Background: an optimization exercise with open tools, aiming at small area. Do not read the settings as production practice. In this exercise RTL edits were held to simulation tests only and were not proved equivalent to the original. In every run shown here, the design's own scripts or RTL, not TritonCTS, make the clock network. The flow treats the clock pin as an ideal source. Dropping or thinning the clock tree relies on that and would not hold on a real chip. Power is estimated from default activity; no workload was simulated.

==> design.v <==
module cordic(
    input signed [29:0] i_angle,
    input i_clk,
    input i_rst,
    input i_start,
    output signed [29:0] o_sin,
    output signed [29:0] o_cos,
    output o_done
);
localparam W = 36;    
localparam D = 18;
localparam WA = 34;   
localparam DA = 17;
reg [W-1:0] x;
reg [W-1:0] y;
reg [WA-1:0] w;
reg [4:0] i;
reg c;           
reg busy;
reg done;
reg cx, cy, cw;  
reg mw;          
assign o_done = done;
assign o_cos = x[W-1:W-30];
assign o_sin = y[W-1:W-30];
reg last;        
wire d = c ? ~w[DA-1] : ~w[WA-1];
wire sub_x = d;
wire sub_y = ~d;
localparam [31*WA-1:0] ATAN = {
    34'h100000000,
    34'h100000000,
    34'h100000000,
    34'h100000000,
    34'h100000000,
    34'h100000000,
    34'h100000000,
    34'h100000000,
    34'h100000000,
    34'h100000000,
    34'h100000000,
    34'h100000000,
    34'h100000000,
    34'h100000000,
    34'h100000000,
    34'h0ffffffff,
    34'h0fffffffb,
    34'h0ffffffeb,
    34'h0ffffffab,
    34'h0fffffeab,
    34'h0fffffaab,
    34'h0ffffeaab,
    34'h0ffffaaab,
    34'h0fffeaaae,
    34'h0fffaaade,
    34'h0ffeaaddd,
    34'h0ffaaddb9,
    34'h0feadd4d5,
    34'h0fadbafc9,
    34'h0ed63382b,
    34'h0c90fdaa2
};
wire [WA-1:0] atan = ATAN[WA*i +: WA];
wire [W-1:0] src [0:1];
wire [1:0] sub;
assign src[0] = y;
assign src[1] = x;
assign sub[0] = sub_x;
assign sub[1] = sub_y;
wire [D:0] sh [0:1];
genvar g, k;
generate
    for (g = 0; g < 2; g = g + 1) begin : lane
        wire fill = last ? sub[g] : (c ? src[g][D-1] : src[g][W-1]);
        wire [W:0] p = {src[g][W-1] ^ last, src[g][W-2:0], 1'b0};
        wire [D+15:0] s1;
        wire [D+7:0] s2;
        wire [D+3:0] s3;
        wire [D+1:0] s4;
        wire [D:0] s5;
        for (k = 0; k < D + 16; k = k + 1) begin : st16
            if (k + 16 <= D)
                assign s1[k] = i[4] ? p[k+16] : p[k];
            else if (k <= D)
                assign s1[k] = i[4] ? (c ? fill : p[k+16]) : p[k];
            else if (k + 16 <= W)
                assign s1[k] = c ? fill : (i[4] ? p[k+16] : p[k]);
            else
                assign s1[k] = (c | i[4]) ? fill : p[k];
        end
        for (k = 0; k < D + 8; k = k + 1) begin : st8
            assign s2[k] = i[3] ? (k + 8 < D + 16 ? s1[k+8] : fill) : s1[k];
        end
        for (k = 0; k < D + 4; k = k + 1) begin : st4
            assign s3[k] = i[2] ? s2[k+4] : s2[k];
        end
        for (k = 0; k < D + 2; k = k + 1) begin : st2
            assign s4[k] = i[1] ? s3[k+2] : s3[k];
        end
        for (k = 0; k < D + 1; k = k + 1) begin : st1
            assign s5[k] = i[0] ? s4[k+1] : s4[k];
        end
        assign sh[g] = s5;
    end
endgenerate
wire [D-1:0] op_x = sh[0][D:1] ^ {D{sub_x}};
wire [D-1:0] op_y = sh[1][D:1] ^ {D{sub_y}};
wire [DA-1:0] op_w = (c ? atan[WA-1:DA] : atan[DA-1:0]) ^ {DA{d}};
wire ci_x = c ? cx : sh[0][0] ^ sub_x;
wire ci_y = c ? cy : sh[1][0] ^ sub_y;
wire ci_w = c ? cw : d;
wire [D:0] k_x, k_y;
wire [DA:0] k_w;
wire [D-1:0] sum_x, sum_y;
wire [DA-1:0] sum_w;
assign k_x[0] = ci_x;
assign k_y[0] = ci_y;
assign k_w[0] = ci_w;
generate
    for (g = 0; g < D; g = g + 1) begin : rca
        assign sum_x[g] = x[g] ^ op_x[g] ^ k_x[g];
        assign k_x[g+1] = (x[g] & op_x[g]) | (k_x[g] & (x[g] ^ op_x[g]));
        assign sum_y[g] = y[g] ^ op_y[g] ^ k_y[g];
        assign k_y[g+1] = (y[g] & op_y[g]) | (k_y[g] & (y[g] ^ op_y[g]));
    end
    for (g = 0; g < DA; g = g + 1) begin : rcaw
        assign sum_w[g] = w[g] ^ op_w[g] ^ k_w[g];
        assign k_w[g+1] = (w[g] & op_w[g]) | (k_w[g] & (w[g] ^ op_w[g]));
    end
endgenerate
always @(posedge i_clk) begin
    if (i_start) begin
        w <= {i_angle, 4'b0};
        i <= 5'd0;
        c <= 1'b0;
        last <= 1'b0;
    end else begin
        w <= {sum_w[DA-2:0], c ? mw : 1'b0, w[WA-1:DA]};
        c <= ~c;
        if (c) begin
            i <= i + 5'd1;
            last <= (i == 5'd29);
        end
    end
    cx <= k_x[D];
    cy <= k_y[D];
    cw <= k_w[DA];
    mw <= sum_w[DA-1];
end
localparam G = W - 30;
localparam [W-1:0] X0 = 36'h26dd3b6a1;
always @(posedge i_clk) begin
    if (i_start) begin
        x[G-1:0] <= X0[G-1:0];
        y[G-1:0] <= {G{1'b0}};
    end else begin
        x[G-1:0] <= x[D+G-1:D];
        y[G-1:0] <= y[D+G-1:D];
    end
end
always @(posedge i_clk) begin
    if (i_start) begin
        x[W-1:G] <= X0[W-1:G];
        y[W-1:G] <= {(W-G){1'b0}};
    end else if (busy) begin
        x[W-1:G] <= {sum_x, x[W-1:D+G]};
        y[W-1:G] <= {sum_y, y[W-1:D+G]};
    end
end
always @(posedge i_clk) begin
    if (i_rst) begin
        busy <= 1'b0;
        done <= 1'b0;
    end else if (i_start) begin
        busy <= 1'b1;
        done <= 1'b0;
    end else if (busy && c && last) begin
        busy <= 1'b0;
        done <= 1'b1;
    end
end
endmodule
==> flow/run.sh <==
#!/bin/bash
# The standard layout with three changes:
#  - synthesis is the standard flow's own script (synth_recipe.tcl), except that the final ABC
#    mapping uses flow/area.abc, a deeper logic optimisation (&deepsyn) and an area-only standard-cell mapping (amap); every
#    step before it, and so every register, is the standard synthesis's;
#  - the port buffers use the smallest buffer cell;
#  - the clock tree is one clkbuf_8 driving six clkbuf_16 cells, each driving
#    a cluster of flip-flops, built by flow/mtree.tcl in place of TritonCTS.
set -euo pipefail
here=$(pwd)
cat > "$here/own_synth.tcl" <<EOT
proc abc {args} {
  set i [lsearch -exact \$args -script]
  if { \$i >= 0 } { lset args [expr {\$i + 1}] $here/flow/area.abc }
  yosys abc {*}\$args
}
source $here/synth_recipe.tcl
EOT
bash standard.sh "SYNTH_SCRIPT=$here/own_synth.tcl" \
  "BUFFER_PORTS_ARGS=-buffer_cell sky130_fd_sc_hd__buf_1" \
  "PRE_CTS_TCL=$here/flow/mtree.tcl" finish > standard.log 2>&1
==> flow/area.abc <==
strash
&get -n
&st
&deepsyn -T 30
&put
dch -f
amap -F 3 -A 6 -m
==> flow/mtree.tcl <==
# Manual clock tree, sourced by the CTS step (PRE_CTS_TCL): the clock port
# drives a root buffer, which drives NLEAF leaf buffers, each driving a
# cluster of the clock sinks (k-means on sink locations).
proc manual_clock_tree { nleaf master_name root_name } {
  set block [ord::get_db_block]
  set db [ord::get_db]
  set master [$db findMaster $master_name]
  set clk [$block findNet i_clk]
  set sinks {}
  foreach it [$clk getITerms] {
    set inst [$it getInst]
    set loc [$inst getLocation]
    lappend sinks [list $it [lindex $loc 0] [lindex $loc 1]]
  }
  set n [llength $sinks]
  # initial centres: sinks spread through the list sorted by x then y
  set sorted [lsort -real -index 1 $sinks]
  set cx {}; set cy {}
  for {set k 0} {$k < $nleaf} {incr k} {
    set s [lindex $sorted [expr {int(($k + 0.5) * $n / $nleaf)}]]
    lappend cx [lindex $s 1]; lappend cy [lindex $s 2]
  }
  for {set iter 0} {$iter < 30} {incr iter} {
    set sx [lrepeat $nleaf 0.0]; set sy [lrepeat $nleaf 0.0]; set cnt [lrepeat $nleaf 0]
    set assign {}
    foreach s $sinks {
      set best 0; set bd 1e30
      for {set k 0} {$k < $nleaf} {incr k} {
        set dx [expr {[lindex $s 1] - [lindex $cx $k]}]
        set dy [expr {[lindex $s 2] - [lindex $cy $k]}]
        set dd [expr {abs($dx) + abs($dy)}]
        if {$dd < $bd} {set bd $dd; set best $k}
      }
      lappend assign $best
      lset sx $best [expr {[lindex $sx $best] + [lindex $s 1]}]
      lset sy $best [expr {[lindex $sy $best] + [lindex $s 2]}]
      lset cnt $best [expr {[lindex $cnt $best] + 1}]
    }
    for {set k 0} {$k < $nleaf} {incr k} {
      if {[lindex $cnt $k] > 0} {
        lset cx $k [expr {[lindex $sx $k] / [lindex $cnt $k]}]
        lset cy $k [expr {[lindex $sy $k] / [lindex $cnt $k]}]
      }
    }
  }
  puts "manual clock tree: cluster sizes $cnt"
  # root buffer between the clock port and the leaf buffers, at their centre
  set root [odb::dbInst_create $block [$db findMaster $root_name] "clkbuf_m_root"]
  set rnet [odb::dbNet_create $block "clknet_m_root"]
  $rnet setSigType CLOCK
  [$root findITerm A] connect $clk
  [$root findITerm X] connect $rnet
  set mx 0.0; set my 0.0
  for {set k 0} {$k < $nleaf} {incr k} {
    set mx [expr {$mx + [lindex $cx $k] / $nleaf}]
    set my [expr {$my + [lindex $cy $k] / $nleaf}]
  }
  $root setLocation [expr {int($mx)}] [expr {int($my)}]
  $root setPlacementStatus PLACED
  for {set k 0} {$k < $nleaf} {incr k} {
    set inst [odb::dbInst_create $block $master "clkbuf_m_$k"]
    set net [odb::dbNet_create $block "clknet_m_$k"]
    $net setSigType CLOCK
    [$inst findITerm A] connect $rnet
    [$inst findITerm X] connect $net
    $inst setLocation [expr {int([lindex $cx $k])}] [expr {int([lindex $cy $k])}]
    $inst setPlacementStatus PLACED
    lappend nets $net
  }
  set idx 0
  foreach s $sinks {
    set it [lindex $s 0]
    set k [lindex $assign $idx]
    $it disconnect
    $it connect [lindex $nets $k]
    incr idx
  }
}

# Build the tree here, in place of TritonCTS: the clock port drives one
# clkbuf_8, which drives six clkbuf_16, each driving one cluster of about 20
# flip-flops. The
# CTS step then goes on as usual (legalisation, timing repair).
manual_clock_tree 6 sky130_fd_sc_hd__clkbuf_16 sky130_fd_sc_hd__clkbuf_8
proc clock_tree_synthesis {args} {
  puts "clock tree built by flow/mtree.tcl; TritonCTS not run"
  set_propagated_clock [all_clocks]
}
==> standard.sh <==
#!/bin/bash
# synth_recipe.tcl (not shown) runs the flow's synth.tcl, then flattens the netlist and writes it again
# the make line also repeats each setting of config.mk as NAME=value (left out here)
make -C /OpenROAD-flow-scripts/flow DESIGN_CONFIG=/design/flow/config.mk WORK_HOME=/design/flow/orfs CLKGATE_MAP_FILE= SYNTH_SCRIPT=/design/flow/synth_recipe.tcl "${@:-finish}"
==> config.mk <==
export PLATFORM = sky130hd
export DESIGN_NAME = cordic
export DESIGN_NICKNAME = cordic
export VERILOG_FILES = /design/flow/design.v
export SDC_FILE = /design/flow/constraint.sdc
export NUM_CORES = 4
export LEC_CHECK = 0
export ABC_AREA = 1
export CAP_MARGIN = 20
export CORE_MARGIN = 2
export CORE_UTILIZATION = 55
export SLEW_MARGIN = 20
==> constraint.sdc <==
create_clock -name core_clock -period 11.0 [get_ports {i_clk}]
set_input_delay 2.2000 -clock core_clock [delete_from_list [all_inputs] [get_ports {i_clk}]]
set_output_delay 2.2000 -clock core_clock [all_outputs]
set_load 0.01 [all_outputs]
==> out/metrics.csv, run 1 <==
stage,metric,value,unit
run_status,status,timing/DRC/antenna clean,
worst_setup_path,cp_max_fo,9,
synthesis,yosysSeqAreaShare,30.1,%
pwr,power_frac_comb,47.9,%
clock_tree,hold_buffers,0,
flow_run,cap_viol_max_count,0,
cells_and_area,final_core_util,60.7,%
placement,dp_hpwl,20400,microns
synthesis,yosys_warnings,1,
die,die_y,124,microns
worst_setup_path,end_kind,register,
cells_and_area,antenna_cells,0,
min_path,hold_path_class,register to register,
timing,fmax,0.0952,GHz
timing,min_period,10510,ps
cells_and_area,layout_common_cells,"nor2_1, dfxtp_1, clkinv_1",
grt,grt_max_degree,51,
worst_setup_path,worstSetupPathType,register to register,
placement,dp.cells,1204,
route,drc,0,
route,firstDrtPassIters,8,
placement,numPortBuffers,93,
cells_and_area,mostFrequentLayoutCell,nor2_1,
grt,grt_pass1_wl,40500,microns
synthesis,syn_avg_cell_area,8.22,sq um
clock_tree,clock_latency,440,ps
timing,slew_violations,0,
timing,min_period_over_period,95.5,%
die,rows,43,
route,wl_per_cell,22.0,microns
cells_and_area,nets,1134,
die,io_pins,94,
synthesis,syn_inst,964,
pwr,clkPwrFrac,14.7,%
grt,grt_overflow,0,
grt,first_global_vias,7428,
worst_setup_path,crit_arrival,10790,ps
timing,rsz0062_at_grt,no,
placement,globalplace.congestion,1.02,
worst_setup_path,critPathMaxStageDelay,450,ps
cells_and_area,areaGrowthSynthToFinish,7.04,%
grt,antenna_found_initial,0,
synthesis,synth-main-ff-cell,dfxtp_1,
route,viasPerCell,6.45,
pwr,powerDensity,196,nW/um^2
die,initial_utilization,56.7,%
synthesis,synth-edff-count,0,
timing,setup_ws,494,ps
worst_setup_path,crit_buf_inv,6,
timing,hold_ws,421,ps
pwr,cellLeakagePower,2.92,nW
die,die_w,124,microns
worst_setup_path,crit_path_start_kind,register,
pwr,ir_worst_vdd,0.182,mV
cells_and_area,fillers,1310,
pwr,switching_power,713,uW
route,drt-initial-drc-count,933,
placement,dp_slack,420,ps
worst_setup_path,crit_top_cell,fa_1,
pwr,sw_frac_of_total,43.0,%
worst_setup_path,critPathTopFamily,adder cells,
synthesis,synthesis.area,7930,sq um
grt,track_usage,34.0,%
synthesis,ys_seq_elements,119,
timing,hold_viol,0,
synthesis,synth.distinct_cells,34,
cells_and_area,layout-drive-gt1-share,4.73,%
timing,setup_viol,0,
route,wirelength,26700,microns
synthesis,syn_nets,1061,
die,die_area,15400,sq um
clock_tree,clk_pin_slew_worst_paths,110,ps
worst_setup_path,slowest_stage,fa_1,
timing,worst_pin_slew,882,ps
worst_setup_path,critPathRequiredTime,11290,ps
pwr,p_int,947,uW
synthesis,synthArstFlopShare,0,%
die,coreArea,14000,sq um
pwr,seqPwrFrac,37.4,%
timing,clock_skew,37.0,ps
route,vias,7833,
timing,max_slew_margin,41.0,%
route,ant_nets,0,
timing,fin_setup_tns,0,ps
cells_and_area,instances_no_fill,1215,
## logic make-up after synthesis
kind of cell | count (synthesis) | synth area share [%]
AND/OR/NAND/NOR | 197 | 9.69
adder cells (fa/ha/maj) | 64 | 15.1
buffers and inverters | 180 | 11.3
AO/OA/AOI/OAI | 404 | 33.9
flip-flops | 119 | 30.1
## state kept, by name, summed over array words and instances, names as in the netlist
signal  count
i           5
done        1
cw          1
w          34
busy        1
mw          1
last        1
cx          1
c           1
x          36
cy          1
y          36
## what timing repair did
item | 4_1_cts | 5_1_grt
buffers inserted | 0 | 4
endpoints found under the setup margin | 0 | 1
resized for setup | 0 | 9
## metrics by stage
stage	instance area [sq um]	power, mW
after CTS	8420	1.66
final	8490	1.66
after global placement	8260	1.39
after floorplan	7930	1.19
after global routing	8490	1.78
after detailed placement	8260	1.41
## worst reg2reg max path, delay by kind of cell (launching register included)
| family | cells | cell delay [ps] |
|---|---|---|
| fa+ha+maj | 18 | 7430 |
| compound gates | 8 | 1660 |
| buf+inv | 6 | 740 |
| flops | 1 | 400 |
| simple gates | 2 | 170 |
## area by class of cell
cell class | instances | area, sq um | share of cell area, %
multi-input cells | 665 | 4670 | 55.0
well taps | 180 | 225 | 2.65
inverters | 122 | 474 | 5.59
flip-flops and latches | 119 | 2380 | 28.1
repair buffers | 122 | 568 | 6.69
plain buffers | 7 | 164 | 1.93
## metal layers
| layer | vias up | wire length (microns) | GRT usage, % |
|---|---|---|---|
| met5 | - | 0 | 0 |
| met2 | 408 | 12600 | 57.9 |
| met4 | 0 | 1280 | 13.5 |
| met1 | 3697 | 10700 | 43.9 |
| li1 | 3642 | - | - |
| met3 | 86 | 2120 | 4.35 |
## path summary, 6_finish.rpt
| path | startpoint | cells past startpoint | slack (ps) | to |
|---|---|---|---|---|
| setup / recovery | last | 34 | 490 | x[35] |
| hold / removal | w[32] | 1 | 420 | w[15] |
| setup reg to reg | last | 34 | 490 | x[35] |
| hold reg to reg | w[32] | 1 | 420 | w[15] |
## cell usage after synthesis, drive strengths merged, types with 5 or more instances
master | count | area (sq um)
a21oi | 78 | 390
a221oi | 10 | 87.6
a222oi | 9 | 90.1
a22o | 12 | 105
a22oi | 7 | 52.6
a32oi | 6 | 52.6
buf | 58 | 435
clkinv | 122 | 458
dfxtp | 119 | 2380
fa | 53 | 1060
ha | 11 | 138
nand2 | 60 | 225
nor2 | 121 | 454
nor2b | 5 | 31.3
nor3 | 5 | 25.0
o21ai | 74 | 370
o221ai | 28 | 245
o22a | 42 | 368
o22ai | 112 | 701
## power by group through the flow
stage                     Combinational [mW]  Sequential [mW]  Clock [mW]
after floorplan                        0.594            0.600           0
after global placement                 0.768            0.623           0
after detailed placement               0.786            0.626           0
after CTS                              0.792            0.617       0.248
after global routing                   0.886            0.630       0.263
final                                  0.794            0.621       0.245
==> inputs of run 2 (changes only) <==
--- a/config.mk
+++ b/config.mk
@@ -8,5 +8,6 @@
 export ABC_AREA = 1
 export CAP_MARGIN = 20
 export CORE_MARGIN = 2
-export CORE_UTILIZATION = 55
+export CORE_UTILIZATION = 40
+export PLACE_DENSITY = 0.8
 export SLEW_MARGIN = 20
==> out/metrics.csv, run 2 <==
stage,metric,value,unit,change
route,firstDrtPassIters,5,,-3
worst_setup_path,critPathRequiredTime,11290,ps,about the same
worst_setup_path,slowest_stage,fa_1,,
cells_and_area,nets,1131,,-0.26%
synthesis,ys_seq_elements,119,,unchanged
min_path,hp-start,w[22],,
die,die_y,145,microns,+17%
worst_setup_path,critPathMaxStageDelay,440,ps,about the same
synthesis,synth-edff-count,0,,unchanged
timing,fin_setup_tns,0,ps,unchanged
clock_tree,clk_pin_slew_worst_paths,100,ps,about the same
grt,busiest_layer,met2,,
route,wirelength,26200,microns,-2.0%
placement,globalplace.congestion,0.986,,-3.1%
worst_setup_path,crit_buf_inv,6,,unchanged
pwr,ir_worst_vdd,0.125,mV,-31%
clock_tree,hold_buffers,0,,unchanged
worst_setup_path,critPathTopFamily,adder cells,,
placement,dp_slack,556,ps,+136 ps
cells_and_area,final_core_util,44.0,%,-17 points
clock_tree,cts_setup_buffers,0,,unchanged
worst_setup_path,reg2reg_depth,34,,unchanged
synthesis,synthesis.area,7930,sq um,unchanged
timing,min_period,10440,ps,-68.2 ps
route,vias,7742,,-1.2%
grt,grt_pass1_wl,40600,microns,+0.17%
worst_setup_path,r2r-start,last,,
pwr,finalPower,1.65,mW,-0.61%
timing,clock_skew,41.4,ps,+4.41 ps
synthesis,syn_nets,1061,,unchanged
synthesis,synthTopCellsByArea,"dfxtp_1, fa_1, o22ai_1",,
min_path,hold_path_class,register to register,,
placement,dp_hpwl,19900,microns,-2.3%
timing,setup_viol,0,,unchanged
route,viasPerCell,5.97,,-7.4%
grt,antenna_found_initial,0,,unchanged
grt,met1_usage,34.1,%,-9.8 points
cells_and_area,mostFrequentLayoutCell,nor2_1,,
timing,setup_ws,562,ps,+68.2 ps
synthesis,syn_avg_cell_area,8.22,sq um,unchanged
clock_tree,cts_resized,0,,unchanged
die,die_w,145,microns,+17%
clock_tree,clock_latency,440,ps,about the same
timing,max_slew_margin,44.0,%,+3.1 points
grt,met3_usage,2.14,%,-2.2 points
synthesis,yosysMostFrequentCell,clkinv_1,,
cells_and_area,layout-drive-gt1-share,4.26,%,-0.47 points
die,coreArea,19500,sq um,+39%
die,die_area,21000,sq um,+36%
synthesis,synth_common_cells,"clkinv_1, nor2_1, dfxtp_1",,
synthesis,synth_top_area_share,30.1,%,unchanged
synthesis,synth-main-ff-cell,dfxtp_1,,
min_path,hold_end,w[5],,
cells_and_area,antenna_cells,0,,unchanged
worst_setup_path,cp_max_fo,10,,+1
grt,track_usage,24.7,%,-9.4 points
timing,min_period_over_period,94.9,%,-0.62 points
timing,rsz0062_at_grt,no,,
die,rows,51,,+19%
timing,hold_viol,0,,unchanged
grt,grtUsageMet2,41.2,%,-17 points
cells_and_area,largestRegisters,"x (36), y (36), w (34)",,
synthesis,synth.distinct_cells,34,,unchanged
worst_setup_path,r2r-end,x[35],,
grt,grt_max_degree,63,,+24%
worst_setup_path,crit_top_cell,fa_1,,
route,drt-initial-drc-count,790,,-15%
cells_and_area,areaGrowthSynthToFinish,7.92,%,
route,drc,0,,unchanged
worst_setup_path,crit_arrival,10730,ps,-60 ps
grt,grt_overflow,0,,unchanged
worst_setup_path,end_kind,register,,
pwr,powerDensity,193,nW/um^2,-1.4%
timing,fmax,0.0958,GHz,+0.65%
die,initial_utilization,40.7,%,-16 points
flow_run,cap_viol_max_count,0,,unchanged
synthesis,yosysTopAreaCell,dfxtp_1,,
synthesis,syn_inst,964,,unchanged
worst_setup_path,r2r_slack,560,ps,+70 ps
grt,first_global_vias,7185,,-3.3%
worst_setup_path,worstSetupPathType,register to register,,
pwr,cellLeakagePower,2.90,nW,-0.59%
run_status,status,timing/DRC/antenna clean,,
synthesis,yosysSeqAreaShare,30.1,%,unchanged
placement,numPortBuffers,93,,unchanged
timing,slew_violations,0,,unchanged
cells_and_area,layout_common_cells,"nor2_1, clkinv_1, dfxtp_1",,
worst_setup_path,crit_path_start_kind,register,,
timing,worst_pin_slew,836,ps,-46.0 ps
synthesis,synthArstFlopShare,0,%,unchanged
synthesis,yosys_warnings,1,,unchanged
route,wl_per_cell,20.2,microns,-8.2%
die,io_pins,94,,unchanged
min_path,holdPathStages,1,,unchanged
route,ant_nets,0,,unchanged
[run 2: changes by cell type in the layout (fill, tap and decap cells not counted)]
cell,previous run,this run
o21ai_0,73,74
o22ai_2,1,0
buf_4,29,26
o221ai_2,1,0
clkinv_1,116,117
nor2_1,119,118
nor2_2,2,3
clkinvlp_4,4,3
o221ai_1,27,28
o21ai_1,1,0
o22ai_1,111,112
[run 2: kinds of logic after synthesis]
kind of cell / synth area share, %
AOI/OAI and AO/OA: 33.9
and+or+nand+nor: 9.69
buffers and inverters: 11.3
DFF: 30.1
adders and majority gates: 15.1
[run 2: layout make-up]
| cell class | count | area, sq um |
|---|---|---|
| Buffer | 7 | 164 |
| Fill cell | 1977 | 10900 |
| Inverter | 122 | 470 |
| Multi-Input combinational cell | 665 | 4660 |
| Sequential cell | 119 | 2380 |
| Tap cell | 265 | 332 |
| Timing Repair Buffer | 119 | 546 |
[run 2: worst max path at each step]
stage | start | to | slack (ps) | cells after the start
after floorplan | i[4] | x[35] | 270 | 34
after global placement | i[4] | x[35] | 660 | 35
after detailed placement | i[4] | x[35] | 560 | 35
after CTS | i[4] | x[35] | 510 | 35
after global routing | last | x[35] | 20 | 34
final | last | x[35] | 560 | 34
[run 2: report_power, final]
group          switching, mW  internal (mW)  total, mW  leakage [nW]
registers             0.0797          0.538      0.617         0.984
clock network          0.141          0.105      0.246        0.0811
logic                  0.483          0.304      0.786          1.84
total                  0.704          0.946       1.65          2.90
[run 2: metal layers]
layer	part of all wire [%]	vias to the layer above
met5	0	-
met4	3.8	0
met3	8.2	67
met2	45	402
met1	42	3619
li1	-	3654
[run 2: per-stage QoR]
stage | instance area [sq um] | hold WS (ps) | instances
global placement | 8370 | 424 | 1290
global route | 8560 | 407 | 1297
finish | 8560 | 394 | 1297
floorplan | 7930 | 414 | 964
CTS | 8540 | 398 | 1297
detailed placement | 8370 | 428 | 1290

## static timing again, ports no longer ideal
The results above use ideal ports. As a check the final layouts listed here were re-extracted and re-timed, cells and wires unchanged.
Step 1: set_driving_cell puts a clkbuf_16 on i_clk and a buf_2 on each other input, an assumption about the parent block.
Step 2 adds t to the input delays and takes it off the output delays; t is the mean of the earliest and latest rising clock arrival at the registers after step 1. Input paths then give back, and output paths get back, about the clock's delay inside the block.
Slacks: ideal ports / drivers / drivers and shift; pairs: ideal ports / drivers.
| run | t (ns) | setup slack, ns | worst setup path at the end | worst register clock-pin slew, ns | cell pins on the clock port's net |
|---|---|---|---|---|---|
| run 1 | 0.463 | 0.494 / 0.494 / 0.494 | register to register | 0.11 / 0.11 | 1 |
| run 2 | 0.462 | 0.562 / 0.562 / 0.562 | register to register | 0.10 / 0.10 | 1 |
After both steps every run listed still meets setup and hold.
